This design comes from an exercise in tuning for small area and a short achievable clock period on the open sky130 flow, not from production work. At most, simulation tests tie the RTL to the original design; equivalence was not proved. Power is estimated from default activity; no workload was simulated.

== main ==
// altfp_divider_33
module altfp_divider_33 (clk_en, clock, dataa, datab, result);
Settings: LEC_CHECK=0, CAP_MARGIN=20, CORE_MARGIN=2, CORE_UTILIZATION=60, PLACE_DENSITY=0.7, SETUP_SLACK_MARGIN=3.5, SLEW_MARGIN=20, SYNTH_HIERARCHICAL=1; clock period 5.0 ns.
run.sh (not shown) runs the stock make flow with config.mk's settings and CLKGATE_MAP_FILE= SYNTH_SCRIPT=/design/flow/synth_recipe.tcl, a recipe that flattens the netlist after the stock synthesis.
main | status: complete | timing, DRC, antenna: pass
Edits applied to the flow inputs when going from main to the feature branch:
# main
export LEC_CHECK = 0
export CAP_MARGIN = 20
export CORE_MARGIN = 2
export CORE_UTILIZATION = 60
export PLACE_DENSITY = 0.7
export SETUP_SLACK_MARGIN = 3.5
export SLEW_MARGIN = 20
export SYNTH_HIERARCHICAL = 1
create_clock -name core_clock -period 5.0 [get_ports {clock}]
# the feature branch
export LEC_CHECK = 0
export CAP_MARGIN = 20
export CORE_MARGIN = 2
export CORE_UTILIZATION = 60
export PLACE_DENSITY = 0.7
export SETUP_SLACK_MARGIN = 3.0
export SLEW_MARGIN = 20
export SYNTH_HIERARCHICAL = 1
create_clock -name core_clock -period 5.0 [get_ports {clock}]
==> comparison <==
- Wire length per cell on the feature branch is down relative to main.
- The feature branch against main: fraction of power consumed by combinational cells lost 0.9 points; post-CTS setup buffer count lost 74; number of non-clock buffers in the layout lost 95; number of filler instances in the final layout picked up an extra 2.4%.
- Side by side, power share of the clock group turned out higher in the feature branch than in main.
- Against main, the feature branch comes in 1.2% lower on final area.


altfp_divider_33, a different RTL version from the one above (not shown whole).
Size in the first run: about 6400 cells after synthesis, about 98 I/O pins, roughly 97000 um^2 of cells after synthesis.
make LEC_CHECK=0 CAP_MARGIN=20 CORE_MARGIN=2 CORE_UTILIZATION=60 CTS_BUF_LIST=sky130_fd_sc_hd__clkbuf_8 PLACE_DENSITY=0.7 SETUP_SLACK_MARGIN=3.0 SLEW_MARGIN=20 SYNTH_HIERARCHICAL=1 finish   # period 5.0 ns
The first run completed without violations.
Change:
- CORE_UTILIZATION: 60 -> 70
- CTS_BUF_LIST: sky130_fd_sc_hd__clkbuf_8 -> unset
- PLACE_DENSITY: 0.7 -> 0.8
After rerunning: Fmax shrinks by 4.3%; via count grows by 3.6%; worst setup slack got worse by 0.12 ns; clock skew stays flat; routed wire length grows by 15%; combinational power grows by about 5%; first-iteration DRC count grows by 31%; cell count shrinks by 6.2%; die area shrinks by 14%.


altfp_divider_33, a different RTL version from the one above (not shown whole).
For scale: ~6400 cells after synthesis, roughly 98 I/O pins, roughly 0.098 mm² of cells after synthesis.
Settings: LEC_CHECK=0, CAP_MARGIN=20, CORE_MARGIN=2, CORE_UTILIZATION=60, PLACE_DENSITY=0.7, SETUP_SLACK_MARGIN=1.5, SLEW_MARGIN=20, SYNTH_HIERARCHICAL=1; clock period 5.0 ns.
The starting point produced a clean layout.
==> next run, changes <==
Settings changed: SETUP_SLACK_MARGIN 1.5 to 2.7.
=>
- The changed run went through all stages and came out clean
- final area grows by 7.6%
- global-route usage grows by 2.9 points
- clock skew shrinks by 0.0048 ns
- worst setup slack gets better by 0.61 ns
- maximum frequency grows by 23%
- cell count grows by 4.1%
- total power grows by 10%
- utilization grows by 5.1 points
- wire length grows by 18%
- hold slack barely changes
No functional check of the RTL was part of any run of this note.


altfp_divider_33 with an RTL version that a note above also has.
For scale: ~6,400 cells after synthesis, about 0.097 mm2 of cells after synthesis.
==> flow/config.mk <==
export PLATFORM = sky130hd
export DESIGN_NAME = altfp_divider_33
export DESIGN_NICKNAME = altfp_divider_33
export VERILOG_FILES = /design/flow/design.v
export SDC_FILE = /design/flow/constraint.sdc
export NUM_CORES = 4
export LEC_CHECK = 0
export CAP_MARGIN = 20
export CORE_MARGIN = 2
export CORE_UTILIZATION = 60
export PLACE_DENSITY = 0.7
export SETUP_SLACK_MARGIN = 3.0
export SLEW_MARGIN = 20
export SYNTH_HIERARCHICAL = 1
==> flow/constraint.sdc <==
create_clock -name core_clock -period 5.0 [get_ports {clock}]
set_input_delay 1.0000 -clock core_clock [delete_from_list [all_inputs] [get_ports {clock}]]
set_output_delay 1.0000 -clock core_clock [all_outputs]
set_load 0.01 [all_outputs]
Edit:
Settings changed: SETUP_SLACK_MARGIN 3.0 to 2.7.
Sequential cell count does not change.
Power goes up by 1.4%.
Register-to-register slack degrades by 20 ps.
Die area stays the same.
Critical path depth is unchanged.
Routed wire length stays flat.
Final area rises by 0.95%.
Combinational power climbs by about 2%.


Setup of alpha:
Another version of the RTL of altfp_divider_33 (not shown whole).
For scale: about 7,300 cells after synthesis, about 2,000 flip-flops.
==> flow/config.mk <==
export PLATFORM = sky130hd
export DESIGN_NAME = altfp_divider_33
export DESIGN_NICKNAME = altfp_divider_33
export VERILOG_FILES = /design/flow/design.v
export SDC_FILE = /design/flow/constraint.sdc
export NUM_CORES = 4
export LEC_CHECK = 0
export CAP_MARGIN = 20
export CORE_MARGIN = 2
export CORE_UTILIZATION = 45
export PLACE_DENSITY = 0.6
export SLEW_MARGIN = 20
==> flow/constraint.sdc <==
create_clock -name core_clock -period 5.0 [get_ports {clock}]
set_input_delay 1.0000 -clock core_clock [delete_from_list [all_inputs] [get_ports {clock}]]
set_output_delay 1.0000 -clock core_clock [all_outputs]
set_load 0.01 [all_outputs]
Relative to alpha, the following input files were edited for beta:
- ABC_CLOCK_PERIOD_IN_PS: unset -> 2500
- SETUP_SLACK_MARGIN: unset -> 2.5
--- outcome ---
alpha -> beta: total clock buffers created by CTS decreased slightly
Going from alpha to beta, the share of layout cells above drive strength 1 was found to have gone up by 20 points.
Combinational share of power for beta is higher than for alpha.
beta vs. alpha: worst setup slack for register-to-register paths went up by 600 ps.
On beta: clock network area share is 1.0 points lower than what alpha gave.
Total track usage for beta: 2.2 points up relative to alpha

==> afterwards: timing with drivers on the ports <==
No port has a modelled driver above. Below, the same layouts with a new extraction and two added sets of constraints.
Step 1: set_driving_cell puts a clkbuf_16 on clock and a buf_2 on each other input, an assumption about the parent block.
Step 2 also shifts input and output timing later by t, the mid clock arrival at the registers, as if the neighbouring blocks saw the same clock.
Slacks: ideal ports / drivers / drivers and shift; pairs: ideal ports / drivers.
| run | shift t [ns] | slack for setup (ns) | cell pins on the clock port's net |
|---|---|---|---|
| main | 0.894 | 2.373 / 2.373 / 2.312 | 1 |
| the feature branch | 0.924 | 2.434 / 2.434 / 2.134 | 1 |
| the first run of note 2 | 1.115 | 2.376 / 2.347 / 2.082 | 1 |
| the second run of note 2 | 0.917 | 2.257 / 2.257 / 2.102 | 1 |
| the first run of note 3 | 0.899 | 1.701 / 1.701 / 1.701 | 1 |
| the second run of note 3 | 0.915 | 2.314 / 2.314 / 2.063 | 1 |
| the first run of note 4 | 0.900 | 2.397 / 2.397 / 2.128 | 1 |
| the second run of note 4 | 0.922 | 2.374 / 2.374 / 2.097 | 1 |
| alpha | 0.912 | 0.883 / 0.883 / 0.883 | 1 |
| beta | 0.935 | 1.480 / 1.480 / 1.480 | 1 |
After both steps setup and hold are still met in every run listed. For the feature branch, which loses most, drivers alone change the setup slack by 0.000 ns; drivers and shift together by -0.300 ns.
